What follows belongs to an exercise in optimizing a design on an open flow for small area; a production flow would make more cautious choices. Function was checked by simulation only, so behaviour that the tests miss may differ from the original. No activity file was given, so power comes from the tool's default toggle rates.

## flow/design.v (module list and top-level ports; edited modules follow where they fit)
// module smg_decoder: 27 lines
// module smg: 24 lines
// module ir_decode: 153 lines
// module apple_generate: 82 lines
// module snake_ctrl: 401 lines
// module vga_play: 171 lines
// module start_end: 116 lines
// module rom_start: 637 lines
// module rom_end: 637 lines
// module rom_start_ctrl: 44 lines
// module rom_end_ctrl: 44 lines
// module game_ctrl: 153 lines
// module Greedy_snake: 112 lines
module  Greedy_snake(
        input                   clk                     , 
        input                   rst_n                   , 
        input                   IRDA_RXD                ,
        output  wire            VGA_SYNC_N              ,
        output  wire            VGA_BLANK_N             ,
        output  wire            VGA_HS                  ,
        output  wire            VGA_VS                  ,
        output  wire  [ 7: 0]   VGA_R                   ,
        output  wire  [ 7: 0]   VGA_G                   ,
        output  wire  [ 7: 0]   VGA_B                   ,
        output  wire  [ 6: 0]   HEX0                    ,
        output  wire  [ 6: 0]   HEX1                    
);
  // ...
==> flow/run.sh <==
#!/bin/bash
# synth_recipe.tcl (not shown) runs the flow's synth.tcl, then flattens the netlist and writes it again
# the make line also repeats each setting of config.mk as NAME=value (left out here)
make -C /OpenROAD-flow-scripts/flow DESIGN_CONFIG=/design/flow/config.mk WORK_HOME=/design/flow/orfs CLKGATE_MAP_FILE= SYNTH_SCRIPT=/design/flow/synth_recipe.tcl finish
==> flow/config.mk <==
export PLATFORM = sky130hd
export DESIGN_NAME = Greedy_snake
export DESIGN_NICKNAME = Greedy_snake
export VERILOG_FILES = /design/flow/design.v
export SDC_FILE = /design/flow/constraint.sdc
export NUM_CORES = 4
export LEC_CHECK = 0
export CAP_MARGIN = 20
export CORE_MARGIN = 2
export CORE_UTILIZATION = 40
export SLEW_MARGIN = 20
export SYNTH_MEMORY_MAX_BITS = 16384
==> flow/constraint.sdc <==
create_clock -name core_clock -period 40.0 [get_ports {clk}]
set_input_delay 8.0000 -clock core_clock [delete_from_list [all_inputs] [get_ports {clk}]]
set_output_delay 8.0000 -clock core_clock [all_outputs]
set_load 0.01 [all_outputs]
==> flow_summary.toml, run 1 <==
[placed_design]
place_area_sq_mm = 0.0354
dp_hpwl_um = 64500

[setup_path]
crit_cells = 6
cp_cell_sequence = "inv_1 > ha_1 > nor2b_1 > or3b_2 > o21ai_0 > clkdlybuf4s50_1"
slowest_stage = "clkdlybuf4s50_1"
critPathArrivalTime_ns = 2.62
cp-startpoint = "smg_inst.hex_in0[1]$_DFF_PN0_"

[clock_network]
clockBufferDepth = 3
root_buffer = "clkbuf_16"
cts_buffers = 58

[power]
vdd.ir_drop.worst_v = 0.0000327
seq-power_uw = 539
p_per_area_mw_per_mm2 = 31.2
pwr-share-seq = 0.460

[sta]
slew_headroom = 0.246
timing.final.ws_setup_ns = 29.38
fmax_ghz = 0.0942

[yosys]
ys_seq_area_frac = 0.382
synth_mux_area_frac = 0.0195
ys.flop_type = "dfrtp_1"
async_flop_share = 0.970
yosys-top-cells-count = "dfrtp_1 (484), xnor2_1 (376), nor2_1 (362), nand2_1 (283), clkbuf_1 (226)"
syn_area_sq_mm = 0.0344

[floorplan]
die_w_um = 297
nWellTaps = 1144
ioPinCount = 45

[detailed_routing]
dr_wl_met3_um = 7050
routed_wl_um = 99200

[layout]
seq-cell-share = 0.349
mostFrequentLayoutCell = "dfrtp_1"
final_area_sq_mm = 0.0376
clock_buffer_count = 78
largest_reg_flops = 96
layout_common_cells = "dfrtp_1 (476), xnor2_1 (376), nor2_1 (359)"
n_all_buffers = 96
area_delta_synth_final_pct = 9.38
fin_util = 0.441

[outcome]
status = "no timing/DRC/antenna violations"

[min_path]
worstHoldStart = "snake_ctrl_inst.snake_length[3]$_DFF_PN0_"
min_to = "smg_inst.hex_in0[3]$_DFF_PN0_"

[global_routing]
top_usage_layer = "met2"
grt_antenna_before_repair = 2
==> run 2: changes to the inputs <==
==> flow/design.v (replaced) <==
module  rom_start(
        input         [ 4: 0]   row                     ,
        input         [ 4: 0]   col                     ,
        output  reg   [ 7: 0]   q
);
always @(*) begin
    case({row,col})
        10'd0: q = 8'hFE;
        10'd1: q = 8'hFF;
        10'd2: q = 8'hFF;
        10'd3: q = 8'hFF;
        10'd4: q = 8'hFF;
        10'd5: q = 8'hFF;
        10'd6: q = 8'hFF;
        10'd7: q = 8'hFF;
        10'd8: q = 8'hFF;
        10'd9: q = 8'hFF;
        10'd10: q = 8'hFF;
        10'd11: q = 8'hFF;
        10'd12: q = 8'hFF;
        10'd13: q = 8'hFF;
        10'd14: q = 8'hFF;
        10'd15: q = 8'hFF;
        10'd16: q = 8'hFF;
        10'd17: q = 8'hFF;
        10'd18: q = 8'hFF;
        10'd19: q = 8'hFF;
        10'd20: q = 8'hFF;
        10'd21: q = 8'hFF;
        10'd22: q = 8'hFF;
        10'd23: q = 8'hFF;
        10'd24: q = 8'hF4;
        10'd32: q = 8'hFF;
        10'd33: q = 8'hFF;
        10'd34: q = 8'hFF;
        10'd35: q = 8'hFF;
        10'd36: q = 8'hFF;
        10'd37: q = 8'hFF;
        10'd38: q = 8'hFF;
        10'd39: q = 8'hFF;
        10'd40: q = 8'hFF;
        10'd41: q = 8'hFF;
        10'd42: q = 8'hFF;
        10'd43: q = 8'hFF;
        10'd44: q = 8'hFF;
        10'd45: q = 8'hFF;
        10'd46: q = 8'hFF;
        10'd47: q = 8'hFF;
        10'd48: q = 8'hFF;
        10'd49: q = 8'hFF;
        10'd50: q = 8'hFF;
        10'd51: q = 8'hFF;
        10'd52: q = 8'hFF;
        10'd53: q = 8'hFF;
        10'd54: q = 8'hFF;
        10'd55: q = 8'hFF;
        10'd56: q = 8'hFE;
        10'd64: q = 8'hFF;
        10'd65: q = 8'hFF;
        10'd66: q = 8'hFF;
        10'd67: q = 8'hFF;
        10'd68: q = 8'hFF;
        10'd69: q = 8'hFF;
        10'd70: q = 8'hFF;
        10'd71: q = 8'h1D;
        10'd72: q = 8'h1E;
        10'd73: q = 8'h1E;
        10'd74: q = 8'h1D;
        10'd75: q = 8'h00;
        10'd76: q = 8'h00;
        10'd77: q = 8'hFF;
        10'd78: q = 8'hFF;
        10'd79: q = 8'hFF;
        10'd80: q = 8'hFF;
        10'd81: q = 8'hFF;
        10'd82: q = 8'hFF;
        10'd83: q = 8'hFF;
        10'd84: q = 8'hFF;
        10'd85: q = 8'hFF;
        10'd86: q = 8'hFF;
        10'd87: q = 8'hFF;
        10'd88: q = 8'hFE;
        10'd96: q = 8'hFF;
        10'd97: q = 8'hFF;
        10'd98: q = 8'hFF;
        10'd99: q = 8'hFF;
        10'd100: q = 8'hFF;
        10'd101: q = 8'hFF;
        10'd102: q = 8'h3D;
        10'd103: q = 8'h10;
        10'd104: q = 8'h20;
        10'd105: q = 8'h1E;
        10'd106: q = 8'h1D;
        10'd107: q = 8'h1D;
        10'd108: q = 8'h1C;
        10'd109: q = 8'h0C;
        10'd110: q = 8'h00;
        10'd111: q = 8'hFF;
        10'd112: q = 8'hFF;
        10'd113: q = 8'hFF;
        10'd114: q = 8'hFF;
        10'd115: q = 8'hFF;
        10'd116: q = 8'hFF;
        10'd117: q = 8'hFF;
        10'd118: q = 8'hFF;
        10'd119: q = 8'hFF;
        10'd120: q = 8'hFE;
        10'd128: q = 8'hFF;
        10'd129: q = 8'hFF;
        10'd130: q = 8'hFF;
        10'd131: q = 8'h44;
        10'd132: q = 8'h44;
        10'd133: q = 8'h20;
        10'd134: q = 8'h20;
        10'd135: q = 8'h00;
        10'd136: q = 8'h1E;
        10'd137: q = 8'h1D;
        10'd138: q = 8'h1D;
        10'd139: q = 8'h1D;
        10'd140: q = 8'h00;
        10'd141: q = 8'h00;
        10'd142: q = 8'h48;
        10'd143: q = 8'hFF;
        10'd144: q = 8'hFF;
        10'd145: q = 8'hFF;
        10'd146: q = 8'hFF;
        10'd147: q = 8'hFF;
        10'd148: q = 8'hFF;
        10'd149: q = 8'hFF;
        10'd150: q = 8'hFF;
        10'd151: q = 8'hFF;
        10'd152: q = 8'hFE;
        10'd160: q = 8'hFF;
        10'd161: q = 8'hFF;
        10'd162: q = 8'hFF;
        10'd163: q = 8'hD1;
        10'd164: q = 8'h44;
        10'd165: q = 8'h44;
        10'd166: q = 8'h20;
        10'd167: q = 8'h00;
        10'd168: q = 8'h00;
        10'd169: q = 8'h00;
        10'd170: q = 8'h00;
        10'd171: q = 8'h00;
        10'd172: q = 8'h00;
        10'd173: q = 8'h00;
        10'd174: q = 8'h00;
        10'd175: q = 8'h00;
        10'd176: q = 8'hFF;
        10'd177: q = 8'hFF;
        10'd178: q = 8'hFE;
        10'd179: q = 8'hFE;
        10'd180: q = 8'hFE;
        10'd181: q = 8'hFE;
        10'd182: q = 8'hFE;
        10'd183: q = 8'hFE;
        10'd184: q = 8'hFD;
        10'd192: q = 8'hFE;
        10'd193: q = 8'hFF;
        10'd194: q = 8'hFF;
        10'd195: q = 8'hFF;
        10'd196: q = 8'h40;
        10'd197: q = 8'h44;
        10'd198: q = 8'h20;
        10'd199: q = 8'h00;
        10'd200: q = 8'h3D;
        10'd201: q = 8'h1C;
        10'd202: q = 8'h00;
        10'd203: q = 8'h00;
        10'd204: q = 8'h00;
        10'd205: q = 8'h00;
        10'd206: q = 8'h00;
        10'd207: q = 8'hFF;
        10'd208: q = 8'hFE;
        10'd209: q = 8'hFE;
        10'd210: q = 8'hFE;
        10'd211: q = 8'hFD;
        10'd212: q = 8'hFE;
        10'd213: q = 8'hFE;
        10'd214: q = 8'hFE;
        10'd215: q = 8'hFE;
        10'd216: q = 8'hFD;
        10'd224: q = 8'hFE;
        10'd225: q = 8'hFF;
        10'd226: q = 8'hFF;
        10'd227: q = 8'hFE;
        10'd228: q = 8'h40;
        10'd229: q = 8'h20;
        10'd230: q = 8'h08;
        10'd231: q = 8'h3D;
        10'd232: q = 8'h1C;
        10'd233: q = 8'h1C;
        10'd234: q = 8'h3D;
        10'd235: q = 8'h00;
        10'd236: q = 8'h00;
        10'd237: q = 8'h00;
        10'd238: q = 8'h00;
        10'd239: q = 8'hF4;
        10'd240: q = 8'hF4;
        10'd241: q = 8'hF0;
        10'd242: q = 8'hF4;
        10'd243: q = 8'hF0;
        10'd244: q = 8'hF4;
        10'd245: q = 8'hFD;
        10'd246: q = 8'hFD;
        10'd247: q = 8'hFE;
        10'd248: q = 8'hFD;
        10'd256: q = 8'hFE;
        10'd257: q = 8'hFE;
        10'd258: q = 8'hFE;
        10'd259: q = 8'hFE;
        10'd260: q = 8'hFE;
        10'd261: q = 8'h5C;
        10'd262: q = 8'h1C;
        10'd263: q = 8'h1C;
        10'd264: q = 8'h1C;
        10'd265: q = 8'h1C;
        10'd266: q = 8'h1C;
        10'd267: q = 8'h1C;
        10'd268: q = 8'h18;
        10'd269: q = 8'h14;
        10'd270: q = 8'h14;
        10'd271: q = 8'hF4;
        10'd272: q = 8'hF4;
        10'd273: q = 8'hF0;
        10'd274: q = 8'hF4;
        10'd275: q = 8'hD9;
        10'd276: q = 8'hF4;
        10'd277: q = 8'hF4;
        10'd278: q = 8'hF4;
        10'd279: q = 8'hF4;
        10'd280: q = 8'hF8;
        10'd288: q = 8'hFD;
        10'd289: q = 8'hFE;
        10'd290: q = 8'hFE;
        10'd291: q = 8'hFE;
        10'd292: q = 8'hFD;
        10'd293: q = 8'h7C;
        10'd294: q = 8'h1C;
        10'd295: q = 8'h1C;
        10'd296: q = 8'h1C;
        10'd297: q = 8'h1C;
        10'd298: q = 8'h18;
        10'd299: q = 8'h18;
        10'd300: q = 8'h18;
        10'd301: q = 8'h18;
        10'd302: q = 8'hD4;
        10'd303: q = 8'hF0;
        10'd304: q = 8'hF4;
        10'd305: q = 8'hF4;
        10'd306: q = 8'hF4;
        10'd307: q = 8'hFF;
        10'd308: q = 8'hF4;
        10'd309: q = 8'hF4;
        10'd310: q = 8'hF4;
        10'd311: q = 8'hF4;
        10'd312: q = 8'hF4;
        10'd320: q = 8'hFD;
        10'd321: q = 8'hFD;
        10'd322: q = 8'hFD;
        10'd323: q = 8'hFD;
        10'd324: q = 8'hFC;
        10'd325: q = 8'hFC;
        10'd326: q = 8'h14;
        10'd327: q = 8'h1C;
        10'd328: q = 8'h18;
        10'd329: q = 8'h18;
        10'd330: q = 8'h18;
        10'd331: q = 8'h18;
        10'd332: q = 8'h1C;
        10'd333: q = 8'hBC;
        10'd334: q = 8'hF4;
        10'd335: q = 8'hFF;
        10'd336: q = 8'hDA;
        10'd337: q = 8'hDE;
        10'd338: q = 8'hFF;
        10'd339: q = 8'hFF;
        10'd340: q = 8'hFF;
        10'd341: q = 8'hDA;
        10'd342: q = 8'hFF;
        10'd343: q = 8'hF4;
        10'd344: q = 8'hF4;
        10'd352: q = 8'hFD;
        10'd353: q = 8'hFD;
        10'd354: q = 8'hFC;
        10'd355: q = 8'hF8;
        10'd356: q = 8'hFC;
        10'd357: q = 8'hFF;
        10'd358: q = 8'hF8;
        10'd359: q = 8'h58;
        10'd360: q = 8'h1D;
        10'd361: q = 8'h1C;
        10'd362: q = 8'h1C;
        10'd363: q = 8'h1C;
        10'd364: q = 8'hF8;
        10'd365: q = 8'hF4;
        10'd366: q = 8'hF4;
        10'd367: q = 8'hFF;
        10'd368: q = 8'hFF;
        10'd369: q = 8'hFF;
        10'd370: q = 8'hFF;
        10'd371: q = 8'hFF;
        10'd372: q = 8'hFF;
        10'd373: q = 8'hFF;
        10'd374: q = 8'hF4;
        10'd375: q = 8'hF4;
        10'd376: q = 8'hF4;
        10'd384: q = 8'hFC;
        10'd385: q = 8'hFC;
        10'd386: q = 8'hFC;
        10'd387: q = 8'hF8;
        10'd388: q = 8'hF8;
        10'd389: q = 8'hFF;
        10'd390: q = 8'hF8;
        10'd391: q = 8'hFD;
        10'd392: q = 8'hFD;
        10'd393: q = 8'hFD;
        10'd394: q = 8'h18;
        10'd395: q = 8'hFF;
        10'd396: q = 8'hFF;
        10'd397: q = 8'hF4;
        10'd398: q = 8'hFF;
        10'd399: q = 8'hFF;
        10'd400: q = 8'hFF;
        10'd401: q = 8'hFF;
        10'd402: q = 8'hFF;
        10'd403: q = 8'hFF;
        10'd404: q = 8'hFF;
        10'd405: q = 8'hFF;
        10'd406: q = 8'hD5;
        10'd407: q = 8'hF4;
        10'd408: q = 8'hF4;
        10'd416: q = 8'hFC;
        10'd417: q = 8'hF8;
        10'd418: q = 8'hFC;
        10'd419: q = 8'hFF;
        10'd420: q = 8'hFD;
        10'd421: q = 8'hFF;
        10'd422: q = 8'hF8;
        10'd423: q = 8'hFF;
        10'd424: q = 8'hFE;
        10'd425: q = 8'h34;
        10'd426: q = 8'hC4;
        10'd427: q = 8'hF8;
        10'd428: q = 8'hFF;
        10'd429: q = 8'hFF;
        10'd430: q = 8'hFF;
        10'd431: q = 8'hFF;
        10'd432: q = 8'hFF;
        10'd433: q = 8'hFF;
        10'd434: q = 8'hFF;
        10'd435: q = 8'h6D;
        10'd436: q = 8'hFF;
        10'd437: q = 8'hFF;
        10'd438: q = 8'hFF;
        10'd439: q = 8'hD5;
        10'd440: q = 8'hF4;
        10'd448: q = 8'hF8;
        10'd449: q = 8'hF8;
        10'd450: q = 8'hF8;
        10'd451: q = 8'hFC;
        10'd452: q = 8'hF8;
        10'd453: q = 8'hFC;
        10'd454: q = 8'hFF;
        10'd455: q = 8'hDB;
        10'd456: q = 8'hDA;
        10'd457: q = 8'h9E;
        10'd458: q = 8'hFA;
        10'd459: q = 8'hFF;
        10'd460: q = 8'hFF;
        10'd461: q = 8'hFF;
        10'd462: q = 8'h6D;
        10'd463: q = 8'hFF;
        10'd464: q = 8'h6D;
        10'd465: q = 8'hDF;
        10'd466: q = 8'hFF;
        10'd467: q = 8'hFF;
        10'd468: q = 8'hFF;
        10'd469: q = 8'hF4;
        10'd470: q = 8'hF4;
        10'd471: q = 8'hF4;
        10'd472: q = 8'hF8;
        10'd480: q = 8'hF8;
        10'd481: q = 8'hF8;
        10'd482: q = 8'hF8;
        10'd483: q = 8'hFC;
        10'd484: q = 8'hFC;
        10'd485: q = 8'hFD;
        10'd486: q = 8'hFF;
        10'd487: q = 8'hFF;
        10'd488: q = 8'hFF;
        10'd489: q = 8'h18;
        10'd490: q = 8'hFF;
        10'd491: q = 8'hFF;
        10'd492: q = 8'hFF;
        10'd493: q = 8'h6D;
        10'd494: q = 8'hFF;
        10'd495: q = 8'hFF;
        10'd496: q = 8'hFF;
        10'd497: q = 8'hFF;
        10'd498: q = 8'hFF;
        10'd499: q = 8'hFF;
        10'd500: q = 8'hD9;
        10'd501: q = 8'hF5;
        10'd502: q = 8'hF4;
        10'd503: q = 8'hF4;
        10'd504: q = 8'hF8;
        10'd512: q = 8'hFC;
        10'd513: q = 8'hFC;
        10'd514: q = 8'hFC;
        10'd515: q = 8'hF8;
        10'd516: q = 8'hF8;
        10'd517: q = 8'hFE;
        10'd518: q = 8'hFF;
        10'd519: q = 8'hFF;
        10'd520: q = 8'hFE;
        10'd521: q = 8'h1C;
        10'd522: q = 8'hFF;
        10'd523: q = 8'hFF;
        10'd524: q = 8'hFF;
        10'd525: q = 8'hDA;
        10'd526: q = 8'hFF;
        10'd527: q = 8'hFF;
        10'd528: q = 8'hFF;
        10'd529: q = 8'hFF;
        10'd530: q = 8'hDF;
        10'd531: q = 8'hFF;
        10'd532: q = 8'hF4;
        10'd533: q = 8'hF4;
        10'd534: q = 8'hF4;
        10'd535: q = 8'hF8;
        10'd536: q = 8'hF8;
        10'd544: q = 8'hFC;
        10'd545: q = 8'hFC;
        10'd546: q = 8'hFC;
        10'd547: q = 8'hF8;
        10'd548: q = 8'hFC;
        10'd549: q = 8'hFD;
        10'd550: q = 8'hFF;
        10'd551: q = 8'hFF;
        10'd552: q = 8'hDE;
        10'd553: q = 8'hBF;
        10'd554: q = 8'hCD;
        10'd555: q = 8'hF4;
        10'd556: q = 8'hFF;
        10'd557: q = 8'hFF;
        10'd558: q = 8'hFF;
        10'd559: q = 8'hFF;
        10'd560: q = 8'hDA;
        10'd561: q = 8'hDA;
        10'd562: q = 8'hF0;
        10'd563: q = 8'hF4;
        10'd564: q = 8'hD5;
        10'd565: q = 8'hF8;
        10'd566: q = 8'hFC;
        10'd567: q = 8'hF4;
        10'd568: q = 8'hF8;
        10'd576: q = 8'hFC;
        10'd577: q = 8'hFC;
        10'd578: q = 8'hF8;
        10'd579: q = 8'hF8;
        10'd580: q = 8'hF8;
        10'd581: q = 8'hFD;
        10'd582: q = 8'hFD;
        10'd583: q = 8'hFD;
        10'd584: q = 8'hFD;
        10'd585: q = 8'h18;
        10'd586: q = 8'h18;
        10'd587: q = 8'hF4;
        10'd588: q = 8'hFF;
        10'd589: q = 8'hD5;
        10'd590: q = 8'hDA;
        10'd591: q = 8'hFF;
        10'd592: q = 8'hF8;
        10'd593: q = 8'hFC;
        10'd594: q = 8'hF4;
        10'd595: q = 8'hF0;
        10'd596: q = 8'hF0;
        10'd597: q = 8'hF0;
        10'd598: q = 8'hF0;
        10'd599: q = 8'hF4;
        10'd600: q = 8'hF4;
        10'd608: q = 8'hF8;
        10'd609: q = 8'hF8;
        10'd610: q = 8'hF8;
        10'd611: q = 8'hF8;
        10'd612: q = 8'hF8;
        10'd613: q = 8'hF8;
        10'd614: q = 8'hFC;
        10'd615: q = 8'hFC;
        10'd616: q = 8'hFC;
        10'd617: q = 8'h18;
        10'd618: q = 8'h18;
        10'd619: q = 8'hD6;
        10'd620: q = 8'hF4;
        10'd621: q = 8'hF4;
        10'd622: q = 8'hF4;
        10'd623: q = 8'hF4;
        10'd624: q = 8'hFC;
        10'd625: q = 8'hFC;
        10'd626: q = 8'hFC;
        10'd627: q = 8'hF4;
        10'd628: q = 8'hF0;
        10'd629: q = 8'hF0;
        10'd630: q = 8'hF4;
        10'd631: q = 8'hF0;
        10'd632: q = 8'hF4;
        10'd640: q = 8'hF8;
        10'd641: q = 8'hF4;
        10'd642: q = 8'hF8;
        10'd643: q = 8'hF8;
        10'd644: q = 8'hF8;
        10'd645: q = 8'hF4;
        10'd646: q = 8'hFC;
        10'd647: q = 8'hFC;
        10'd648: q = 8'hFC;
        10'd649: q = 8'h18;
        10'd650: q = 8'h18;
        10'd651: q = 8'h1C;
        10'd652: q = 8'h74;
        10'd653: q = 8'hE0;
        10'd654: q = 8'h3C;
        10'd655: q = 8'hE0;
        10'd656: q = 8'hF4;
        10'd657: q = 8'hFC;
        10'd658: q = 8'hF4;
        10'd659: q = 8'hF4;
        10'd660: q = 8'hF4;
        10'd661: q = 8'hF4;
        10'd662: q = 8'hFC;
        10'd663: q = 8'hFC;
        10'd664: q = 8'hF4;
        10'd672: q = 8'hF4;
        10'd673: q = 8'hF8;
        10'd674: q = 8'hF8;
        10'd675: q = 8'hF8;
        10'd676: q = 8'hF8;
        10'd677: q = 8'hF8;
        10'd678: q = 8'hFC;
        10'd679: q = 8'hFC;
        10'd680: q = 8'hFC;
        10'd681: q = 8'hFC;
        10'd682: q = 8'h18;
        10'd683: q = 8'h3C;
        10'd684: q = 8'hBC;
        10'd685: q = 8'hBC;
        10'd686: q = 8'h1C;
        10'd687: q = 8'h1C;
        10'd688: q = 8'h1C;
        10'd689: q = 8'h18;
        10'd690: q = 8'hE4;
        10'd691: q = 8'h1C;
        10'd692: q = 8'h3C;
        10'd693: q = 8'h9D;
        10'd694: q = 8'h9D;
        10'd695: q = 8'hFC;
        10'd696: q = 8'hFC;
        10'd704: q = 8'hF8;
        10'd705: q = 8'hF8;
        10'd706: q = 8'hF8;
        10'd707: q = 8'hF8;
        10'd708: q = 8'hF4;
        10'd709: q = 8'hFC;
        10'd710: q = 8'hFC;
        10'd711: q = 8'hFC;
        10'd712: q = 8'hFC;
        10'd713: q = 8'hFC;
        10'd714: q = 8'hFC;
        10'd715: q = 8'h58;
        10'd716: q = 8'hDC;
        10'd717: q = 8'hDC;
        10'd718: q = 8'hB8;
        10'd719: q = 8'hFC;
        10'd720: q = 8'hBC;
        10'd721: q = 8'hFC;
        10'd722: q = 8'h9C;
        10'd723: q = 8'hFC;
        10'd724: q = 8'hFC;
        10'd725: q = 8'hF4;
        10'd726: q = 8'hFC;
        10'd727: q = 8'hFC;
        10'd728: q = 8'hF8;
        10'd736: q = 8'hF8;
        10'd737: q = 8'hF8;
        10'd738: q = 8'hF8;
        10'd739: q = 8'hF4;
        10'd740: q = 8'hF4;
        10'd741: q = 8'hFC;
        10'd742: q = 8'hFC;
        10'd743: q = 8'hFC;
        10'd744: q = 8'hFC;
        10'd745: q = 8'hF8;
        10'd746: q = 8'hF4;
        10'd747: q = 8'hF8;
        10'd748: q = 8'hF8;
        10'd749: q = 8'hF8;
        10'd750: q = 8'hF8;
        10'd751: q = 8'hFC;
        10'd752: q = 8'hFC;
        10'd753: q = 8'hFC;
        10'd754: q = 8'hFC;
        10'd755: q = 8'hFC;
        10'd756: q = 8'hFC;
        10'd757: q = 8'hFC;
        10'd758: q = 8'hF8;
        10'd759: q = 8'hF8;
        10'd760: q = 8'hF8;
        10'd768: q = 8'hF8;
        10'd769: q = 8'hF8;
        10'd770: q = 8'hF8;
        10'd771: q = 8'hF4;
        10'd772: q = 8'hF4;
        10'd773: q = 8'hFC;
        10'd774: q = 8'hFC;
        10'd775: q = 8'hFC;
        10'd776: q = 8'hFC;
        10'd777: q = 8'hF8;
        10'd778: q = 8'hF4;
        10'd779: q = 8'hF4;
        10'd780: q = 8'hF4;
        10'd781: q = 8'hF4;
        10'd782: q = 8'hF4;
        10'd783: q = 8'hFC;
        10'd784: q = 8'hFC;
        10'd785: q = 8'hFC;
        10'd786: q = 8'hFC;
        10'd787: q = 8'hFC;
        10'd788: q = 8'hFC;
        10'd789: q = 8'hF4;
        10'd790: q = 8'hF4;
        10'd791: q = 8'hF4;
        10'd792: q = 8'hF8;
        default: q = 8'h00;
    endcase
end
endmodule
module  rom_end(
        input         [ 4: 0]   row                     ,
        input         [ 4: 0]   col                     ,
        output  reg   [ 7: 0]   q
);
always @(*) begin
    case({row,col})
        10'd0: q = 8'hFF;
        10'd1: q = 8'hFF;
        10'd2: q = 8'hFF;
        10'd3: q = 8'hFF;
        10'd4: q = 8'hFF;
        10'd5: q = 8'hFF;
        10'd6: q = 8'hFF;
        10'd7: q = 8'hFF;
        10'd8: q = 8'hFF;
        10'd9: q = 8'hFF;
        10'd10: q = 8'hFF;
        10'd11: q = 8'hFF;
        10'd12: q = 8'hFF;
        10'd13: q = 8'hFF;
        10'd14: q = 8'hFF;
        10'd15: q = 8'hFF;
        10'd16: q = 8'hFF;
        10'd17: q = 8'hFF;
        10'd18: q = 8'hFF;
        10'd19: q = 8'hFF;
        10'd20: q = 8'hFF;
        10'd21: q = 8'hFF;
        10'd22: q = 8'hFF;
        10'd23: q = 8'hFF;
        10'd24: q = 8'hFF;
        10'd32: q = 8'hFF;
        10'd33: q = 8'hFF;
        10'd34: q = 8'hFF;
        10'd35: q = 8'hFF;
        10'd36: q = 8'hFF;
        10'd37: q = 8'hFF;
        10'd38: q = 8'hFF;
        10'd39: q = 8'hFF;
        10'd40: q = 8'hFF;
        10'd41: q = 8'hFF;
        10'd42: q = 8'hFF;
        10'd43: q = 8'hFF;
        10'd44: q = 8'hFB;
        10'd45: q = 8'hFF;
        10'd46: q = 8'hFF;
        10'd47: q = 8'hFF;
        10'd48: q = 8'hFF;
        10'd49: q = 8'hFF;
        10'd50: q = 8'hFF;
        10'd51: q = 8'hFF;
        10'd52: q = 8'hFF;
        10'd53: q = 8'hFF;
        10'd54: q = 8'hFF;
        10'd55: q = 8'hFF;
        10'd56: q = 8'hFF;
        10'd64: q = 8'hFF;
        10'd65: q = 8'hFF;
        10'd66: q = 8'hFF;
        10'd67: q = 8'hFF;
        10'd68: q = 8'hFF;
        10'd69: q = 8'hFF;
        10'd70: q = 8'hFF;
        10'd71: q = 8'hFF;
        10'd72: q = 8'hFF;
        10'd73: q = 8'hFF;
        10'd74: q = 8'hFF;
        10'd75: q = 8'hFF;
        10'd76: q = 8'hFA;
        10'd77: q = 8'hFF;
        10'd78: q = 8'hFF;
        10'd79: q = 8'hFF;
        10'd80: q = 8'hFF;
        10'd81: q = 8'hFF;
        10'd82: q = 8'hFF;
        10'd83: q = 8'hFF;
        10'd84: q = 8'hFF;
        10'd85: q = 8'hFF;
        10'd86: q = 8'hFF;
        10'd87: q = 8'hFF;
        10'd88: q = 8'hFF;
        10'd96: q = 8'hFF;
        10'd97: q = 8'hFF;
        10'd98: q = 8'hFF;
        10'd99: q = 8'hFF;
        10'd100: q = 8'hFF;
        10'd101: q = 8'hFF;
        10'd102: q = 8'hFF;
        10'd103: q = 8'hFF;
        10'd104: q = 8'hFF;
        10'd105: q = 8'hFF;
        10'd106: q = 8'hFF;
        10'd107: q = 8'hFB;
        10'd108: q = 8'hF6;
        10'd109: q = 8'hFB;
        10'd110: q = 8'hFB;
        10'd111: q = 8'hFF;
        10'd112: q = 8'hFF;
        10'd113: q = 8'hFF;
        10'd114: q = 8'hFF;
        10'd115: q = 8'hFF;
        10'd116: q = 8'hFF;
        10'd117: q = 8'hFF;
        10'd118: q = 8'hFF;
        10'd119: q = 8'hFF;
        10'd120: q = 8'hFF;
        10'd128: q = 8'hFF;
        10'd129: q = 8'hFF;
        10'd130: q = 8'hFF;
        10'd131: q = 8'hFF;
        10'd132: q = 8'hFF;
        10'd133: q = 8'hFF;
        10'd134: q = 8'hFF;
        10'd135: q = 8'hFF;
        10'd136: q = 8'hFF;
        10'd137: q = 8'hFB;
        10'd138: q = 8'hFA;
        10'd139: q = 8'hFA;
        10'd140: q = 8'hFA;
        10'd141: q = 8'hFA;
        10'd142: q = 8'hFA;
        10'd143: q = 8'hFB;
        10'd144: q = 8'hFF;
        10'd145: q = 8'hFF;
        10'd146: q = 8'hFF;
        10'd147: q = 8'hFF;
        10'd148: q = 8'hFF;
        10'd149: q = 8'hFF;
        10'd150: q = 8'hFF;
        10'd151: q = 8'hFF;
        10'd152: q = 8'hFF;
        10'd160: q = 8'hFF;
        10'd161: q = 8'hFF;
        10'd162: q = 8'hFF;
        10'd163: q = 8'hFF;
        10'd164: q = 8'hFF;
        10'd165: q = 8'hFF;
        10'd166: q = 8'hFF;
        10'd167: q = 8'hFA;
        10'd168: q = 8'hFA;
        10'd169: q = 8'hF6;
        10'd170: q = 8'hF6;
        10'd171: q = 8'hF6;
        10'd172: q = 8'hFA;
        10'd173: q = 8'hFB;
        10'd174: q = 8'hF6;
        10'd175: q = 8'hFA;
        10'd176: q = 8'hFB;
        10'd177: q = 8'hFF;
        10'd178: q = 8'hFF;
        10'd179: q = 8'hFF;
        10'd180: q = 8'hFF;
        10'd181: q = 8'hFF;
        10'd182: q = 8'hFF;
        10'd183: q = 8'hFF;
        10'd184: q = 8'hFF;
        10'd192: q = 8'hFF;
        10'd193: q = 8'hFF;
        10'd194: q = 8'hFF;
        10'd195: q = 8'hFF;
        10'd196: q = 8'hFF;
        10'd197: q = 8'hFB;
        10'd198: q = 8'hF6;
        10'd199: q = 8'hFB;
        10'd200: q = 8'hFB;
        10'd201: q = 8'hE8;
        10'd202: q = 8'hF6;
        10'd203: q = 8'hE8;
        10'd204: q = 8'hF1;
        10'd205: q = 8'hF5;
        10'd206: q = 8'hFA;
        10'd207: q = 8'hED;
        10'd208: q = 8'hFB;
        10'd209: q = 8'hF6;
        10'd210: q = 8'hFF;
        10'd211: q = 8'hFF;
        10'd212: q = 8'hFF;
        10'd213: q = 8'hFF;
        10'd214: q = 8'hFF;
        10'd215: q = 8'hFF;
        10'd216: q = 8'hFF;
        10'd224: q = 8'hFF;
        10'd225: q = 8'hFF;
        10'd226: q = 8'hFF;
        10'd227: q = 8'hFF;
        10'd228: q = 8'hFF;
        10'd229: q = 8'hFF;
        10'd230: q = 8'hFA;
        10'd231: q = 8'hA8;
        10'd232: q = 8'h40;
        10'd233: q = 8'h80;
        10'd234: q = 8'hC0;
        10'd235: q = 8'hE8;
        10'd236: q = 8'h60;
        10'd237: q = 8'hE4;
        10'd238: q = 8'hC0;
        10'd239: q = 8'h60;
        10'd240: q = 8'h60;
        10'd241: q = 8'hCC;
        10'd242: q = 8'hFA;
        10'd243: q = 8'hFF;
        10'd244: q = 8'hFF;
        10'd245: q = 8'hFF;
        10'd246: q = 8'hFF;
        10'd247: q = 8'hFF;
        10'd248: q = 8'hFF;
        10'd256: q = 8'hFF;
        10'd257: q = 8'h60;
        10'd258: q = 8'h20;
        10'd259: q = 8'h89;
        10'd260: q = 8'h89;
        10'd261: q = 8'h40;
        10'd262: q = 8'h20;
        10'd263: q = 8'h40;
        10'd264: q = 8'h40;
        10'd265: q = 8'h40;
        10'd266: q = 8'h20;
        10'd267: q = 8'h60;
        10'd268: q = 8'h60;
        10'd269: q = 8'h60;
        10'd270: q = 8'h40;
        10'd271: q = 8'h40;
        10'd272: q = 8'h40;
        10'd273: q = 8'h20;
        10'd274: q = 8'h20;
        10'd275: q = 8'h20;
        10'd276: q = 8'h89;
        10'd277: q = 8'h88;
        10'd278: q = 8'h20;
        10'd279: q = 8'h60;
        10'd280: q = 8'hFF;
        10'd288: q = 8'h68;
        10'd289: q = 8'h20;
        10'd290: q = 8'h40;
        10'd291: q = 8'h20;
        10'd292: q = 8'h20;
        10'd293: q = 8'h40;
        10'd294: q = 8'h40;
        10'd295: q = 8'h60;
        10'd296: q = 8'h40;
        10'd297: q = 8'h60;
        10'd298: q = 8'h64;
        10'd299: q = 8'h60;
        10'd300: q = 8'h64;
        10'd301: q = 8'h64;
        10'd302: q = 8'h64;
        10'd303: q = 8'h64;
        10'd304: q = 8'h40;
        10'd305: q = 8'h60;
        10'd306: q = 8'h40;
        10'd307: q = 8'h20;
        10'd308: q = 8'h20;
        10'd309: q = 8'h40;
        10'd310: q = 8'h40;
        10'd311: q = 8'h20;
        10'd312: q = 8'hD6;
        10'd320: q = 8'h64;
        10'd321: q = 8'h20;
        10'd322: q = 8'h20;
        10'd323: q = 8'h40;
        10'd324: q = 8'hF9;
        10'd325: q = 8'h40;
        10'd326: q = 8'hF9;
        10'd327: q = 8'h40;
        10'd328: q = 8'hF5;
        10'd329: q = 8'h40;
        10'd330: q = 8'hD1;
        10'd331: q = 8'h40;
        10'd332: q = 8'h40;
        10'd333: q = 8'h40;
        10'd334: q = 8'h64;
        10'd335: q = 8'h44;
        10'd336: q = 8'hF9;
        10'd337: q = 8'h40;
        10'd338: q = 8'h40;
        10'd339: q = 8'hF9;
        10'd340: q = 8'h20;
        10'd341: q = 8'h20;
        10'd342: q = 8'h40;
        10'd343: q = 8'h20;
        10'd344: q = 8'hA8;
        10'd352: q = 8'h84;
        10'd353: q = 8'h00;
        10'd354: q = 8'h40;
        10'd355: q = 8'h20;
        10'd356: q = 8'h88;
        10'd357: q = 8'h20;
        10'd358: q = 8'h88;
        10'd359: q = 8'h40;
        10'd360: q = 8'h84;
        10'd361: q = 8'h40;
        10'd362: q = 8'h84;
        10'd363: q = 8'h40;
        10'd364: q = 8'h40;
        10'd365: q = 8'h40;
        10'd366: q = 8'h40;
        10'd367: q = 8'hA8;
        10'd368: q = 8'hCD;
        10'd369: q = 8'h40;
        10'd370: q = 8'h20;
        10'd371: q = 8'hA8;
        10'd372: q = 8'h20;
        10'd373: q = 8'h20;
        10'd374: q = 8'h20;
        10'd375: q = 8'h20;
        10'd376: q = 8'hE8;
        10'd384: q = 8'hFF;
        10'd385: q = 8'h60;
        10'd386: q = 8'h20;
        10'd387: q = 8'h20;
        10'd388: q = 8'h84;
        10'd389: q = 8'hAD;
        10'd390: q = 8'hD1;
        10'd391: q = 8'h20;
        10'd392: q = 8'h20;
        10'd393: q = 8'h40;
        10'd394: q = 8'h40;
        10'd395: q = 8'h64;
        10'd396: q = 8'h64;
        10'd397: q = 8'h40;
        10'd398: q = 8'h40;
        10'd399: q = 8'h40;
        10'd400: q = 8'h40;
        10'd401: q = 8'h20;
        10'd402: q = 8'h20;
        10'd403: q = 8'h88;
        10'd404: q = 8'h20;
        10'd405: q = 8'h20;
        10'd406: q = 8'h20;
        10'd407: q = 8'h60;
        10'd408: q = 8'hFF;
        10'd416: q = 8'hFF;
        10'd417: q = 8'h69;
        10'd418: q = 8'h20;
        10'd419: q = 8'h20;
        10'd420: q = 8'h20;
        10'd421: q = 8'h20;
        10'd422: q = 8'h20;
        10'd423: q = 8'h40;
        10'd424: q = 8'h40;
        10'd425: q = 8'h40;
        10'd426: q = 8'h40;
        10'd427: q = 8'h60;
        10'd428: q = 8'h60;
        10'd429: q = 8'h60;
        10'd430: q = 8'h60;
        10'd431: q = 8'h60;
        10'd432: q = 8'h40;
        10'd433: q = 8'h40;
        10'd434: q = 8'h20;
        10'd435: q = 8'h20;
        10'd436: q = 8'h20;
        10'd437: q = 8'h20;
        10'd438: q = 8'h20;
        10'd439: q = 8'hFF;
        10'd440: q = 8'hFF;
        10'd448: q = 8'hFF;
        10'd449: q = 8'hFF;
        10'd450: q = 8'h60;
        10'd451: q = 8'hB2;
        10'd452: q = 8'hFF;
        10'd453: q = 8'hFA;
        10'd454: q = 8'hED;
        10'd455: q = 8'hF1;
        10'd456: q = 8'hED;
        10'd457: q = 8'h60;
        10'd458: q = 8'h60;
        10'd459: q = 8'h84;
        10'd460: q = 8'h64;
        10'd461: q = 8'h60;
        10'd462: q = 8'h60;
        10'd463: q = 8'h60;
        10'd464: q = 8'hED;
        10'd465: q = 8'hF1;
        10'd466: q = 8'hC8;
        10'd467: q = 8'hFF;
        10'd468: q = 8'hFF;
        10'd469: q = 8'h8D;
        10'd470: q = 8'hA4;
        10'd471: q = 8'hFF;
        10'd472: q = 8'hFF;
        10'd480: q = 8'hFF;
        10'd481: q = 8'hFF;
        10'd482: q = 8'hFF;
        10'd483: q = 8'hFF;
        10'd484: q = 8'hFF;
        10'd485: q = 8'hFF;
        10'd486: q = 8'hFA;
        10'd487: q = 8'h84;
        10'd488: q = 8'h80;
        10'd489: q = 8'hE8;
        10'd490: q = 8'hED;
        10'd491: q = 8'h80;
        10'd492: q = 8'hF5;
        10'd493: q = 8'hC8;
        10'd494: q = 8'hE9;
        10'd495: q = 8'hE4;
        10'd496: q = 8'h80;
        10'd497: q = 8'hCD;
        10'd498: q = 8'hFF;
        10'd499: q = 8'hFB;
        10'd500: q = 8'hFF;
        10'd501: q = 8'hFF;
        10'd502: q = 8'hFF;
        10'd503: q = 8'hFF;
        10'd504: q = 8'hFF;
        10'd512: q = 8'hFF;
        10'd513: q = 8'hFF;
        10'd514: q = 8'hFF;
        10'd515: q = 8'hFF;
        10'd516: q = 8'hFF;
        10'd517: q = 8'hFF;
        10'd518: q = 8'hFF;
        10'd519: q = 8'hFB;
        10'd520: q = 8'hA8;
        10'd521: q = 8'hE8;
        10'd522: q = 8'hF6;
        10'd523: q = 8'hFB;
        10'd524: q = 8'hC8;
        10'd525: q = 8'hFB;
        10'd526: q = 8'hFA;
        10'd527: q = 8'hC8;
        10'd528: q = 8'hC8;
        10'd529: q = 8'hFF;
        10'd530: q = 8'hFF;
        10'd531: q = 8'hFF;
        10'd532: q = 8'hFF;
        10'd533: q = 8'hFF;
        10'd534: q = 8'hFF;
        10'd535: q = 8'hFF;
        10'd536: q = 8'hFF;
        10'd544: q = 8'hFF;
        10'd545: q = 8'hFF;
        10'd546: q = 8'hFF;
        10'd547: q = 8'hFF;
        10'd548: q = 8'hFF;
        10'd549: q = 8'hFF;
        10'd550: q = 8'hFF;
        10'd551: q = 8'hFA;
        10'd552: q = 8'hFA;
        10'd553: q = 8'hFB;
        10'd554: q = 8'hFA;
        10'd555: q = 8'hFB;
        10'd556: q = 8'hFB;
        10'd557: q = 8'hFB;
        10'd558: q = 8'hFB;
        10'd559: q = 8'hFF;
        10'd560: q = 8'hFA;
        10'd561: q = 8'hFF;
        10'd562: q = 8'hFB;
        10'd563: q = 8'hFB;
        10'd564: q = 8'hFF;
        10'd565: q = 8'hFF;
        10'd566: q = 8'hFF;
        10'd567: q = 8'hFF;
        10'd568: q = 8'hFF;
        10'd576: q = 8'hFF;
        10'd577: q = 8'hFF;
        10'd578: q = 8'hFF;
        10'd579: q = 8'hFF;
        10'd580: q = 8'hFF;
        10'd581: q = 8'hFF;
        10'd582: q = 8'hFF;
        10'd583: q = 8'hFF;
        10'd584: q = 8'hFF;
        10'd585: q = 8'hFB;
        10'd586: q = 8'hFA;
        10'd587: q = 8'hFB;
        10'd588: q = 8'hFF;
        10'd589: q = 8'hFB;
        10'd590: q = 8'hFA;
        10'd591: q = 8'hFF;
        10'd592: q = 8'hFF;
        10'd593: q = 8'hFF;
        10'd594: q = 8'hFF;
        10'd595: q = 8'hFF;
        10'd596: q = 8'hFF;
        10'd597: q = 8'hFF;
        10'd598: q = 8'hFF;
        10'd599: q = 8'hFF;
        10'd600: q = 8'hFF;
        10'd608: q = 8'hFF;
        10'd609: q = 8'hFF;
        10'd610: q = 8'hFF;
        10'd611: q = 8'hFF;
        10'd612: q = 8'hFF;
        10'd613: q = 8'hFF;
        10'd614: q = 8'hFF;
        10'd615: q = 8'hFF;
        10'd616: q = 8'hFF;
        10'd617: q = 8'hFF;
        10'd618: q = 8'hFB;
        10'd619: q = 8'hFB;
        10'd620: q = 8'hFF;
        10'd621: q = 8'hFF;
        10'd622: q = 8'hFF;
        10'd623: q = 8'hFF;
        10'd624: q = 8'hFF;
        10'd625: q = 8'hFF;
        10'd626: q = 8'hFF;
        10'd627: q = 8'hFF;
        10'd628: q = 8'hFF;
        10'd629: q = 8'hFF;
        10'd630: q = 8'hFF;
        10'd631: q = 8'hFF;
        10'd632: q = 8'hFF;
        10'd640: q = 8'hFF;
        10'd641: q = 8'hFF;
        10'd642: q = 8'hFF;
        10'd643: q = 8'hFF;
        10'd644: q = 8'hFF;
        10'd645: q = 8'hFF;
        10'd646: q = 8'hFF;
        10'd647: q = 8'hFF;
        10'd648: q = 8'hFF;
        10'd649: q = 8'hFF;
        10'd650: q = 8'hFF;
        10'd651: q = 8'hFB;
        10'd652: q = 8'hFF;
        10'd653: q = 8'hFB;
        10'd654: q = 8'hFF;
        10'd655: q = 8'hFF;
        10'd656: q = 8'hFF;
        10'd657: q = 8'hFF;
        10'd658: q = 8'hFF;
        10'd659: q = 8'hFF;
        10'd660: q = 8'hFF;
        10'd661: q = 8'hFF;
        10'd662: q = 8'hFF;
        10'd663: q = 8'hFF;
        10'd664: q = 8'hFF;
        10'd672: q = 8'hFF;
        10'd673: q = 8'hFF;
        10'd674: q = 8'hFF;
        10'd675: q = 8'hFF;
        10'd676: q = 8'hFF;
        10'd677: q = 8'hFF;
        10'd678: q = 8'hFF;
        10'd679: q = 8'hFF;
        10'd680: q = 8'hFF;
        10'd681: q = 8'hFF;
        10'd682: q = 8'hFF;
        10'd683: q = 8'hFF;
        10'd684: q = 8'hFF;
        10'd685: q = 8'hFF;
        10'd686: q = 8'hFF;
        10'd687: q = 8'hFF;
        10'd688: q = 8'hFF;
        10'd689: q = 8'hFF;
        10'd690: q = 8'hFF;
        10'd691: q = 8'hFF;
        10'd692: q = 8'hFF;
        10'd693: q = 8'hFF;
        10'd694: q = 8'hFF;
        10'd695: q = 8'hFF;
        10'd696: q = 8'hFF;
        10'd704: q = 8'hFF;
        10'd705: q = 8'hFF;
        10'd706: q = 8'hFF;
        10'd707: q = 8'hFF;
        10'd708: q = 8'hFF;
        10'd709: q = 8'hFF;
        10'd710: q = 8'hFF;
        10'd711: q = 8'hFF;
        10'd712: q = 8'hFF;
        10'd713: q = 8'hFF;
        10'd714: q = 8'hFF;
        10'd715: q = 8'hFF;
        10'd716: q = 8'hFF;
        10'd717: q = 8'hFF;
        10'd718: q = 8'hFF;
        10'd719: q = 8'hFF;
        10'd720: q = 8'hFF;
        10'd721: q = 8'hFF;
        10'd722: q = 8'hFF;
        10'd723: q = 8'hFF;
        10'd724: q = 8'hFF;
        10'd725: q = 8'hFF;
        10'd726: q = 8'hFF;
        10'd727: q = 8'hFF;
        10'd728: q = 8'hFF;
        10'd736: q = 8'hFF;
        10'd737: q = 8'hFF;
        10'd738: q = 8'hFF;
        10'd739: q = 8'hFF;
        10'd740: q = 8'hFF;
        10'd741: q = 8'hFF;
        10'd742: q = 8'hFF;
        10'd743: q = 8'hFF;
        10'd744: q = 8'hFF;
        10'd745: q = 8'hFF;
        10'd746: q = 8'hFF;
        10'd747: q = 8'hFF;
        10'd748: q = 8'hFF;
        10'd749: q = 8'hFF;
        10'd750: q = 8'hFF;
        10'd751: q = 8'hFF;
        10'd752: q = 8'hFF;
        10'd753: q = 8'hFF;
        10'd754: q = 8'hFF;
        10'd755: q = 8'hFF;
        10'd756: q = 8'hFF;
        10'd757: q = 8'hFF;
        10'd758: q = 8'hFF;
        10'd759: q = 8'hFF;
        10'd760: q = 8'hFF;
        10'd768: q = 8'hFF;
        10'd769: q = 8'hFF;
        10'd770: q = 8'hFF;
        10'd771: q = 8'hFF;
        10'd772: q = 8'hFF;
        10'd773: q = 8'hFF;
        10'd774: q = 8'hFF;
        10'd775: q = 8'hFF;
        10'd776: q = 8'hFF;
        10'd777: q = 8'hFF;
        10'd778: q = 8'hFF;
        10'd779: q = 8'hFF;
        10'd780: q = 8'hFF;
        10'd781: q = 8'hFF;
        10'd782: q = 8'hFF;
        10'd783: q = 8'hFF;
        10'd784: q = 8'hFF;
        10'd785: q = 8'hFF;
        10'd786: q = 8'hFF;
        10'd787: q = 8'hFF;
        10'd788: q = 8'hFF;
        10'd789: q = 8'hFF;
        10'd790: q = 8'hFF;
        10'd791: q = 8'hFF;
        10'd792: q = 8'hFF;
        default: q = 8'h00;
    endcase
end
endmodule
module  Greedy_snake(
        input                   clk                     ,
        input                   rst_n                   ,
        input                   IRDA_RXD                ,
        output  wire            VGA_SYNC_N              ,
        output  wire            VGA_BLANK_N             ,
        output  wire            VGA_HS                  ,
        output  wire            VGA_VS                  ,
        output  wire  [ 7: 0]   VGA_R                   ,
        output  wire  [ 7: 0]   VGA_G                   ,
        output  wire  [ 7: 0]   VGA_B                   ,
        output  wire  [ 6: 0]   HEX0                    ,
        output  wire  [ 6: 0]   HEX1
);
reg     [ 9: 0]     h_cnt;
reg     [ 9: 0]     v_cnt;
wire                end_h = (h_cnt == 10'd799);
wire                end_v = (v_cnt == 10'd524);
always @(posedge clk or negedge rst_n) begin
    if (!rst_n)
        h_cnt <= 10'd0;
    else if (end_h)
        h_cnt <= 10'd0;
    else
        h_cnt <= h_cnt + 1'b1;
end
always @(posedge clk or negedge rst_n) begin
    if (!rst_n)
        v_cnt <= 10'd0;
    else if (end_h) begin
        if (end_v)
            v_cnt <= 10'd0;
        else
            v_cnt <= v_cnt + 1'b1;
    end
end
localparam  IR_IDLE = 2'd0, IR_C9 = 2'd1, IR_C45 = 2'd2, IR_DATA = 2'd3;
reg     [ 3: 0]     ir_din_r;
reg     [ 1: 0]     ir_st;
reg     [18: 0]     cnt_clk;
reg     [ 4: 0]     cnt_data;
reg     [ 7: 0]     ir_data;
reg                 ir_vld;
wire    ir_h2l  = !ir_din_r[2] &&  ir_din_r[3];
wire    ir_l2h  =  ir_din_r[2] && !ir_din_r[3];
wire    ir_edge = ir_din_r[2] ^ ir_din_r[3];
wire    ok_9ms    = (cnt_clk >= 19'd406) && (cnt_clk <= 19'd619);
wire    ok_4_5ms  = (cnt_clk >= 19'd191) && (cnt_clk <= 19'd347);
wire    ok_560us  = (cnt_clk >= 19'd25)  && (cnt_clk <= 19'd44);
wire    ok_1690us = (cnt_clk >= 19'd94)  && (cnt_clk <= 19'd112);
wire    in_data   = (ir_st == IR_DATA);
wire    add_data  = in_data && ir_h2l;
wire    bad_data  = in_data && ((ir_l2h && !ok_560us) || (ir_h2l && !ok_560us && !ok_1690us));
wire    last_bit  = add_data && (cnt_data == 5'd31);
always @(posedge clk or negedge rst_n) begin
    if (!rst_n)
        ir_din_r <= 4'd0;
    else
        ir_din_r <= {ir_din_r[2:0], IRDA_RXD};
end
always @(posedge clk or negedge rst_n) begin
    if (!rst_n)
        cnt_clk <= 19'd0;
    else if (ir_st != IR_IDLE) begin
        if (ir_edge)
            cnt_clk <= 19'd0;
        else
            cnt_clk <= cnt_clk + 1'b1;
    end
end
always @(posedge clk or negedge rst_n) begin
    if (!rst_n)
        ir_st <= IR_IDLE;
    else case (ir_st)
        IR_IDLE: if (ir_h2l) ir_st <= IR_C9;
        IR_C9:   if (ir_l2h) ir_st <= ok_9ms ? IR_C45 : IR_IDLE;
        IR_C45:  if (ir_h2l) ir_st <= ok_4_5ms ? IR_DATA : IR_IDLE;
        IR_DATA: if (bad_data || ir_vld) ir_st <= IR_IDLE;
    endcase
end
always @(posedge clk or negedge rst_n) begin
    if (!rst_n)
        cnt_data <= 5'd0;
    else if (add_data) begin
        if (bad_data)
            cnt_data <= 5'd0;
        else
            cnt_data <= cnt_data + 1'b1;
    end
end
always @(posedge clk or negedge rst_n) begin
    if (!rst_n)
        ir_vld <= 1'b0;
    else
        ir_vld <= last_bit;
end
always @(posedge clk or negedge rst_n) begin
    if (!rst_n)
        ir_data <= 8'd0;
    else if (add_data && cnt_data[4:3] == 2'b10 && (ok_560us || ok_1690us))
        ir_data[cnt_data[2:0]] <= !ok_560us;
end
localparam  G_START = 2'd0, G_PLAY = 2'd1, G_END = 2'd2;
reg     [ 1: 0]     game_st;
reg                 hit_wall;
reg                 hit_body;
wire                play = (game_st == G_PLAY);
wire                cmd_go = ir_vld && (ir_data == 8'h12);
always @(posedge clk or negedge rst_n) begin
    if (!rst_n)
        game_st <= G_START;
    else case (game_st)
        G_PLAY:  if (hit_body || hit_wall) game_st <= G_END;
        G_END:   if (cmd_go) game_st <= G_START;
        default: if (cmd_go) game_st <= G_PLAY;
    endcase
end
reg     [13: 0]     move_cnt;
wire                move_tick = (move_cnt == 14'd15625);
always @(posedge clk or negedge rst_n) begin
    if (!rst_n)
        move_cnt <= 14'd0;
    else if (move_tick)
        move_cnt <= 14'd0;
    else
        move_cnt <= move_cnt + 1'b1;
end
localparam  D_RIGHT = 3'd0, D_LEFT = 3'd1, D_UP = 3'd2, D_DOWN = 3'd3, D_NONE = 3'd4;
reg     [ 2: 0]     direct;
always @(posedge clk or negedge rst_n) begin
    if (!rst_n)
        direct <= D_NONE;
    else if (ir_vld && ir_data == 8'h07)
        direct <= D_LEFT;
    else if (ir_vld && ir_data == 8'h09)
        direct <= D_RIGHT;
    else if (ir_vld && ir_data == 8'h05)
        direct <= D_UP;
    else if (ir_vld && ir_data == 8'h08)
        direct <= D_DOWN;
    else
        direct <= D_NONE;
end
localparam  S_IDLE = 3'd0, S_LEFT = 3'd1, S_RIGHT = 3'd2, S_UP = 3'd3, S_DOWN = 3'd4;
reg     [ 2: 0]     sdir;
always @(posedge clk or negedge rst_n) begin
    if (!rst_n)
        sdir <= S_IDLE;
    else if (!play)
        sdir <= S_IDLE;
    else case (sdir)
        S_IDLE:         sdir <= S_RIGHT;
        S_LEFT, S_RIGHT: begin
            if (direct == D_UP)         sdir <= S_UP;
            else if (direct == D_DOWN)  sdir <= S_DOWN;
        end
        S_UP, S_DOWN: begin
            if (direct == D_RIGHT)      sdir <= S_RIGHT;
            else if (direct == D_LEFT)  sdir <= S_LEFT;
        end
        default:        sdir <= S_IDLE;
    endcase
end
reg     [ 5: 0]     body_x [0:15];
reg     [ 4: 0]     body_y [0:15];
wire    [ 5: 0]     head_x = body_x[0];
wire    [ 4: 0]     head_y = body_y[0];
wire                shift  = play && (sdir != S_IDLE) && move_tick;
reg     [ 3: 0]     grow;
reg                 body_add_sig;
wire    [15: 0]     light;
genvar gi;
generate
    for (gi = 0; gi < 16; gi = gi + 1) begin : g_light
        if (gi < 3)
            assign light[gi] = 1'b1;
        else
            assign light[gi] = (grow >= gi - 1);
    end
endgenerate
always @(posedge clk or negedge rst_n) begin
    if (!rst_n)
        grow <= 4'd1;
    else if (!play)
        grow <= 4'd1;
    else if (body_add_sig && grow != 4'd14)
        grow <= grow + 1'b1;
end
always @(posedge clk or negedge rst_n) begin
    if (!rst_n) begin
        body_x[0] <= 6'd10;
        body_y[0] <= 5'd5;
    end
    else if (play && sdir != S_IDLE) begin
        if (move_tick) case (sdir)
            S_UP:    body_y[0] <= body_y[0] - 1'b1;
            S_DOWN:  body_y[0] <= body_y[0] + 1'b1;
            S_RIGHT: body_x[0] <= body_x[0] + 1'b1;
            default: body_x[0] <= body_x[0] - 1'b1;
        endcase
    end
    else begin
        body_x[0] <= 6'd10;
        body_y[0] <= 5'd5;
    end
end
integer k;
always @(posedge clk) begin
    if (!play) begin
        body_x[1] <= 6'd9;
        body_y[1] <= 5'd5;
        body_x[2] <= 6'd8;
        body_y[2] <= 5'd5;
        for (k = 3; k < 16; k = k + 1) begin
            body_x[k] <= 6'd0;
            body_y[k] <= 5'd0;
        end
    end
    else if (shift) begin
        for (k = 1; k < 16; k = k + 1) begin
            body_x[k] <= body_x[k-1];
            body_y[k] <= body_y[k-1];
        end
    end
end
always @(posedge clk or negedge rst_n) begin
    if (!rst_n)
        hit_wall <= 1'b0;
    else
        hit_wall <= play && ((sdir == S_UP    && head_y == 5'd0)  ||
                             (sdir == S_DOWN  && head_y == 5'd29) ||
                             (sdir == S_RIGHT && head_x == 6'd39) ||
                             (sdir == S_LEFT  && head_x == 6'd0));
end
reg     [15: 1]     hit_k;
always @(*) begin
    for (k = 1; k < 16; k = k + 1)
        hit_k[k] = (head_x == body_x[k]) && (head_y == body_y[k]) && light[k];
end
always @(posedge clk or negedge rst_n) begin
    if (!rst_n)
        hit_body <= 1'b0;
    else
        hit_body <= |hit_k;
end
reg     [ 5: 0]     rnd_x;
reg     [ 4: 0]     rnd_y;
reg     [ 8: 0]     eat_cnt;
reg     [ 5: 0]     apple_x;
reg     [ 4: 0]     apple_y;
wire                eat_tick = (eat_cnt == 9'd312);
wire                eat = eat_tick && (apple_x == head_x) && (apple_y == head_y);
always @(posedge clk or negedge rst_n) begin
    if (!rst_n) begin
        rnd_x   <= 6'd0;
        rnd_y   <= 5'd0;
        eat_cnt <= 9'd0;
    end
    else begin
        rnd_x   <= (rnd_x == 6'd37)    ? 6'd0 : rnd_x + 1'b1;
        rnd_y   <= (rnd_y == 5'd27)    ? 5'd0 : rnd_y + 1'b1;
        eat_cnt <= eat_tick            ? 9'd0 : eat_cnt + 1'b1;
    end
end
always @(posedge clk or negedge rst_n) begin
    if (!rst_n) begin
        apple_x      <= 6'd10;
        apple_y      <= 5'd13;
        body_add_sig <= 1'b0;
    end
    else begin
        body_add_sig <= eat;
        if (eat) begin
            apple_x <= rnd_x;
            apple_y <= rnd_y;
        end
    end
end
wire    [ 9: 0]     pix_x = h_cnt - 10'd143;
wire    [ 9: 0]     pix_y = v_cnt - 10'd35;
wire    [ 5: 0]     blk_x = pix_x[9:4];
wire    [ 5: 0]     blk_y = pix_y[9:4];
localparam  O_NONE = 2'd0, O_HEAD = 2'd1, O_BODY = 2'd2;
reg     [ 1: 0]     object;
reg     [15: 1]     on_k;
always @(*) begin
    for (k = 1; k < 16; k = k + 1)
        on_k[k] = (blk_x == body_x[k]) && (blk_y == {1'b0, body_y[k]}) && light[k];
end
always @(posedge clk or negedge rst_n) begin
    if (!rst_n)
        object <= O_NONE;
    else if (blk_x == head_x && blk_y == {1'b0, head_y})
        object <= O_HEAD;
    else if (|on_k)
        object <= O_BODY;
    else
        object <= O_NONE;
end
wire    valid = (h_cnt >= 10'd143) && (h_cnt < 10'd783) && (v_cnt >= 10'd35) && (v_cnt < 10'd515);
wire    wall  = (h_cnt < 10'd159) || (h_cnt >= 10'd767) || (v_cnt < 10'd51) || (v_cnt >= 10'd499);
wire    apple_here = (blk_x == apple_x) && (blk_y == {1'b0, apple_y});
wire    [ 3: 0] cy = pix_y[3:0];
wire    corner = (h_cnt[3:0] == 4'd0 || h_cnt[3:0] == 4'd15) && (cy == 4'd0 || cy == 4'd15);
reg                 play_r, play_g, play_b;
always @(posedge clk or negedge rst_n) begin
    if (!rst_n) begin
        play_r <= 1'b0;
        play_g <= 1'b0;
        play_b <= 1'b0;
    end
    else begin
        play_r <= valid && (wall || apple_here);
        play_g <= valid && !wall && (apple_here || (object != O_NONE && !corner));
        play_b <= valid && !wall && !apple_here && object == O_BODY && !corner;
    end
end
wire    img_area = (h_cnt >= 10'd364) && (h_cnt < 10'd564) && (v_cnt >= 10'd175) && (v_cnt < 10'd375);
wire    [ 9: 0]     img_col = (h_cnt == 10'd364) ? 10'd0 : h_cnt - 10'd365;
wire    [ 9: 0]     img_row = v_cnt - 10'd175;
wire    [ 7: 0]     start_q;
wire    [ 7: 0]     end_q;
rom_start rom_start_inst(
        .row                    (img_row[7:3]           ),
        .col                    (img_col[7:3]           ),
        .q                      (start_q                )
);
rom_end rom_end_inst(
        .row                    (img_row[7:3]           ),
        .col                    (img_col[7:3]           ),
        .q                      (end_q                  )
);
wire    [ 7: 0]     img_q = !img_area ? 8'h00 : (game_st == G_END) ? end_q : start_q;
reg     [ 2: 0]     out_r_hi;
reg     [ 2: 0]     out_g_hi;
reg     [ 1: 0]     out_b_hi;
reg                 out_r_lo, out_g_lo, out_b_lo;
reg                 out_hs, out_vs;
reg     [ 3: 0]     len_d;
reg     [ 3: 0]     len_code;
always @(posedge clk or negedge rst_n) begin
    if (!rst_n) begin
        out_r_hi <= 3'd0;
        out_g_hi <= 3'd0;
        out_b_hi <= 2'd0;
        out_r_lo <= 1'b0;
        out_g_lo <= 1'b0;
        out_b_lo <= 1'b0;
        out_hs   <= 1'b0;
        out_vs   <= 1'b0;
    end
    else begin
        out_r_hi <= play ? {3{play_r}} : img_q[7:5];
        out_g_hi <= play ? {3{play_g}} : img_q[4:2];
        out_b_hi <= play ? {2{play_b}} : img_q[1:0];
        out_r_lo <= play && play_r;
        out_g_lo <= play && play_g;
        out_b_lo <= play && play_b;
        out_hs   <= (h_cnt >= 10'd96);
        out_vs   <= (v_cnt >= 10'd2);
    end
end
always @(posedge clk or negedge rst_n) begin
    if (!rst_n) begin
        len_d    <= 4'd1;
        len_code <= 4'd0;
    end
    else begin
        len_d    <= grow;
        len_code <= len_d;
    end
end
reg     [ 6: 0]     hex_units;
always @(*) begin
    case (len_code)
        4'd0, 4'd8:  hex_units = 7'b100_0000;    
        4'd9:        hex_units = 7'b111_1001;    
        4'd10:       hex_units = 7'b010_0100;    
        4'd1, 4'd11: hex_units = 7'b011_0000;    
        4'd2, 4'd12: hex_units = 7'b001_1001;    
        4'd3, 4'd13: hex_units = 7'b001_0010;    
        4'd4, 4'd14: hex_units = 7'b000_0010;    
        4'd5:        hex_units = 7'b111_1000;    
        4'd6:        hex_units = 7'b000_0000;    
        4'd7:        hex_units = 7'b001_0000;    
        default:     hex_units = 7'b100_0000;
    endcase
end
assign  HEX0        = hex_units;
assign  HEX1        = len_code[3] ? 7'b111_1001 : 7'b100_0000;
assign  VGA_R       = {out_r_hi, {5{out_r_lo}}};
assign  VGA_G       = {out_g_hi, {5{out_g_lo}}};
assign  VGA_B       = {out_b_hi, {6{out_b_lo}}};
assign  VGA_HS      = out_hs;
assign  VGA_VS      = out_vs;
assign  VGA_BLANK_N = out_hs && out_vs;
assign  VGA_SYNC_N  = 1'b0;
endmodule
==> run 2 against run 1 <==
Still clean on timing, DRC and antenna; clock skew decreased by 0.0025 ns; hold slack gained 0.0043 ns; non-clock buffer count is 47 higher; die area fell by 24%; global-route usage is 13 points higher; count of clock-buffer cells in the layout down 18; critical path depth did not move; core utilization up 0.12 points; fmax up 2.8%; combinational power fell by about 40%; via count down 9.1%; sequential power decreased by 39%; critical path type unchanged.
==> flow_summary.toml, run 2 <==
[setup_path]
crit_buf_inv = 2
critPathArrivalTime_ns = 2.33
crit_cells = 6
cp_cell_sequence = "inv_1 > ha_1 > mux2i_1 > o21ai_0 > a31o_2 > clkdlybuf4s50_1"
cp-startpoint = "len_code[1]$_DFF_PN0_"
crit_end = "HEX0[3]"
rrSetupSlack_ns = 33.81
crit_family = "buffers and inverters"
cp.required_ns = 32.00
critical_path_class = "flop to primary output"
r2r-start = "h_cnt[0]$_DFF_PN0_"
crit_path_max_incr_delay_ns = 0.52
timing.rr.end = "out_b_hi[0]$_DFF_PN0_"
slowest_stage = "clkdlybuf4s50_1"
critPathMaxFanout = 4
cp-end-kind = "primary output"
start_kind = "flop"
reg2regPathDepth = 15

[placed_design]
io_buffers = 40
place_area_sq_mm = 0.0270
dp.cells = 4004
dp_hpwl_um = 77700
gp_congestion = 1.09

[sta]
fmax_ghz = 0.0968
tightestPinTransition_ns = 1.28
setup_violations = 0
hold_slack_ns = 0.350
timing.setup.tns_ns = 0
hold_violations = 0
slew_headroom = 0.138
fin_crit_sh = 0.258
rsz0062_at_grt = "false"

[yosys]
avgSynthCellArea_sq_um = 7.86
ys.flop_type = "dfxtp_1"
synth-simple-area-share = 0.245
yosys-top-cells-count = "nand2_1 (487), nand3_1 (265), nor2_1 (233), xnor2_1 (214), o21ai_0 (176)"
yosys_warnings = 5
synth_mux_area_frac = 0.00794
synth_xor_area_frac = 0.174
ys_ff_latch = 321
synth_cell_types = 113
synth_compound_area_frac = 0.204
async_flop_share = 0.486
syn_inst = 3289
synth_top_area_frac = 0.139
yosysMostFrequentCell = "nand2_1"
syn_area_sq_mm = 0.0258
synth_top_family_by_area = "simple AND/OR/NAND/NOR gates"
synth_area_leaders = "dfrtp_1 (14%), dfxtp_1 (13%), xnor2_1 (7.3%)"
synth_adder_area_share = 0.0282
ys_seq_area_frac = 0.279
synth_edf_count = 0
synth.largest_area_cell = "dfrtp_1"

[global_routing]
top_usage_layer = "met2"
grt_pass1_vias = 25000
use_met3 = 0.103
met2_usage = 0.521
grt_max_degree = 170
grt_antenna_before_repair = 7
grt_pass1_wl_um = 172000
met1_usage = 0.426
grt_overflow = 0

[layout]
largest_reg_flops = 96
layout_common_cells = "nand2_1 (485), nand3_1 (264), nor2_1 (233)"
final_area_sq_mm = 0.0284
nets = 3250
regMostFlops = "body_x"
mostFrequentLayoutCell = "nand2_1"
fin_cells = 4078
area_delta_synth_final_pct = 9.79
reg_top3 = "body_x (96), body_y (80), cnt_clk (19)"
drive_above_1_share = 0.0876

[power]
vdd.ir_drop.worst_v = 0.0000314
p_total_uw = 727
p_per_area_mw_per_mm2 = 25.6
leakage_uw = 0.0114

[run]
cap_viol_max_count = 0

[detailed_routing]
route.detailed.wl_per_inst_um = 28.6
drtAntennaViolNets = 0
initialDrtViolationCount = 3474
routed_wl_um = 117000
post-route-drc-count = 0
first_pass_iters = 8
viasPerCell = 6.48
via_count = 26400

[clock_network]
clockBufferDepth = 3
htree_num_levels = 2
holdBufCountCts = 0
cts.sinks = 321
clkSlewWorstSetupHoldPaths_ns = 0.06
ctsResizeCount = 0
cts_tree = "yes"
clk_latency_ns = 0.58
root_buffer = "clkbuf_16"
cts_buffers = 39

[floorplan]
coreArea_sq_mm = 0.0641
dieArea_sq_mm = 0.0667
start_util = 0.403
ioPinCount = 45
fp-row-count = 93
die_w_um = 258

[outcome]
status = "no timing/DRC/antenna violations"
==> run 2: changes by cell type in the layout (fill, tap and decap cells not counted), sizes merged, moves of 38 or more <==
cell   previous run  this run
dfrtp           484       144
buf              57       104
nand4           128        73
a22o            167         1
xnor3             0        38
nand2           284       487
dfxtp            16       165
nand3           125       266
nor2            362       236
a21oi           215       149
xnor2           376       223
==> run 2: metrics by stage <==
step                       util  setup slack, ns
after floorplan               -            30.71
after global placement    0.420            30.27
after detailed placement  0.421            30.25
after CTS                 0.442            29.63
after global routing      0.443            29.54
final                     0.443            29.67
==> run 2: metal layers <==
layer | vias to the layer above | part of all wire
met5 | - | 0.00027
met4 | 6 | 0.075
met3 | 545 | 0.11
met2 | 1725 | 0.43
met1 | 12600 | 0.38
li1 | 11600 | -
==> run 2: worst register-to-register path: cells and delay by family, from the launching register on <==
family	cells	cell delay [ns]
AO/OA/AOI/OAI	5	1.78
flip-flops	1	0.54
adder cells (fa/ha/maj)	2	0.55
AND/OR/NAND/NOR	4	2.35
buffers and inverters	4	0.82
==> run 2: kinds of logic after synthesis <==
logic type,Yosys count
compound gates,756
xor+xnor,436
fa+ha+maj,57
buf+inv,362
flops,321
mux,18
other cells,2
simple gates,1337
==> run 2: final cells by class <==
cell class	count	area, sq um
sequential	321	7220
fill	6491	35700
tap	855	1070
clock inverter	10	121
clock buffer	60	1260
timing repair buffer	143	1180
antenna	4	10.0
inverter	77	289
multi-input combinational	2608	17200
==> run 2: how the worst min path moves through the flow <==
stage               slack, ns               endpoint                   from  cells past startpoint
finish                   0.35  ir_din_r[1]$_DFF_PN0_  ir_din_r[0]$_DFF_PN0_                      0
global route             0.36  len_code[3]$_DFF_PN0_     len_d[3]$_DFF_PN0_                      0
CTS                      0.35  ir_din_r[1]$_DFF_PN0_  ir_din_r[0]$_DFF_PN0_                      0
detailed placement       0.34  ir_din_r[1]$_DFF_PN0_  ir_din_r[0]$_DFF_PN0_                      0
global placement         0.34  len_code[3]$_DFF_PN0_     len_d[3]$_DFF_PN0_                      0
floorplan                0.33  ir_din_r[1]$_DFF_PN0_  ir_din_r[0]$_DFF_PN0_                      0
==> run 2: power breakdown <==
part / internal (uW) / total (uW) / switching [uW]
Clock: 231 / 383 / 152
Combinational: 4.49 / 15.4 / 10.9
Sequential: 324 / 328 / 4.30
Total: 560 / 727 / 167
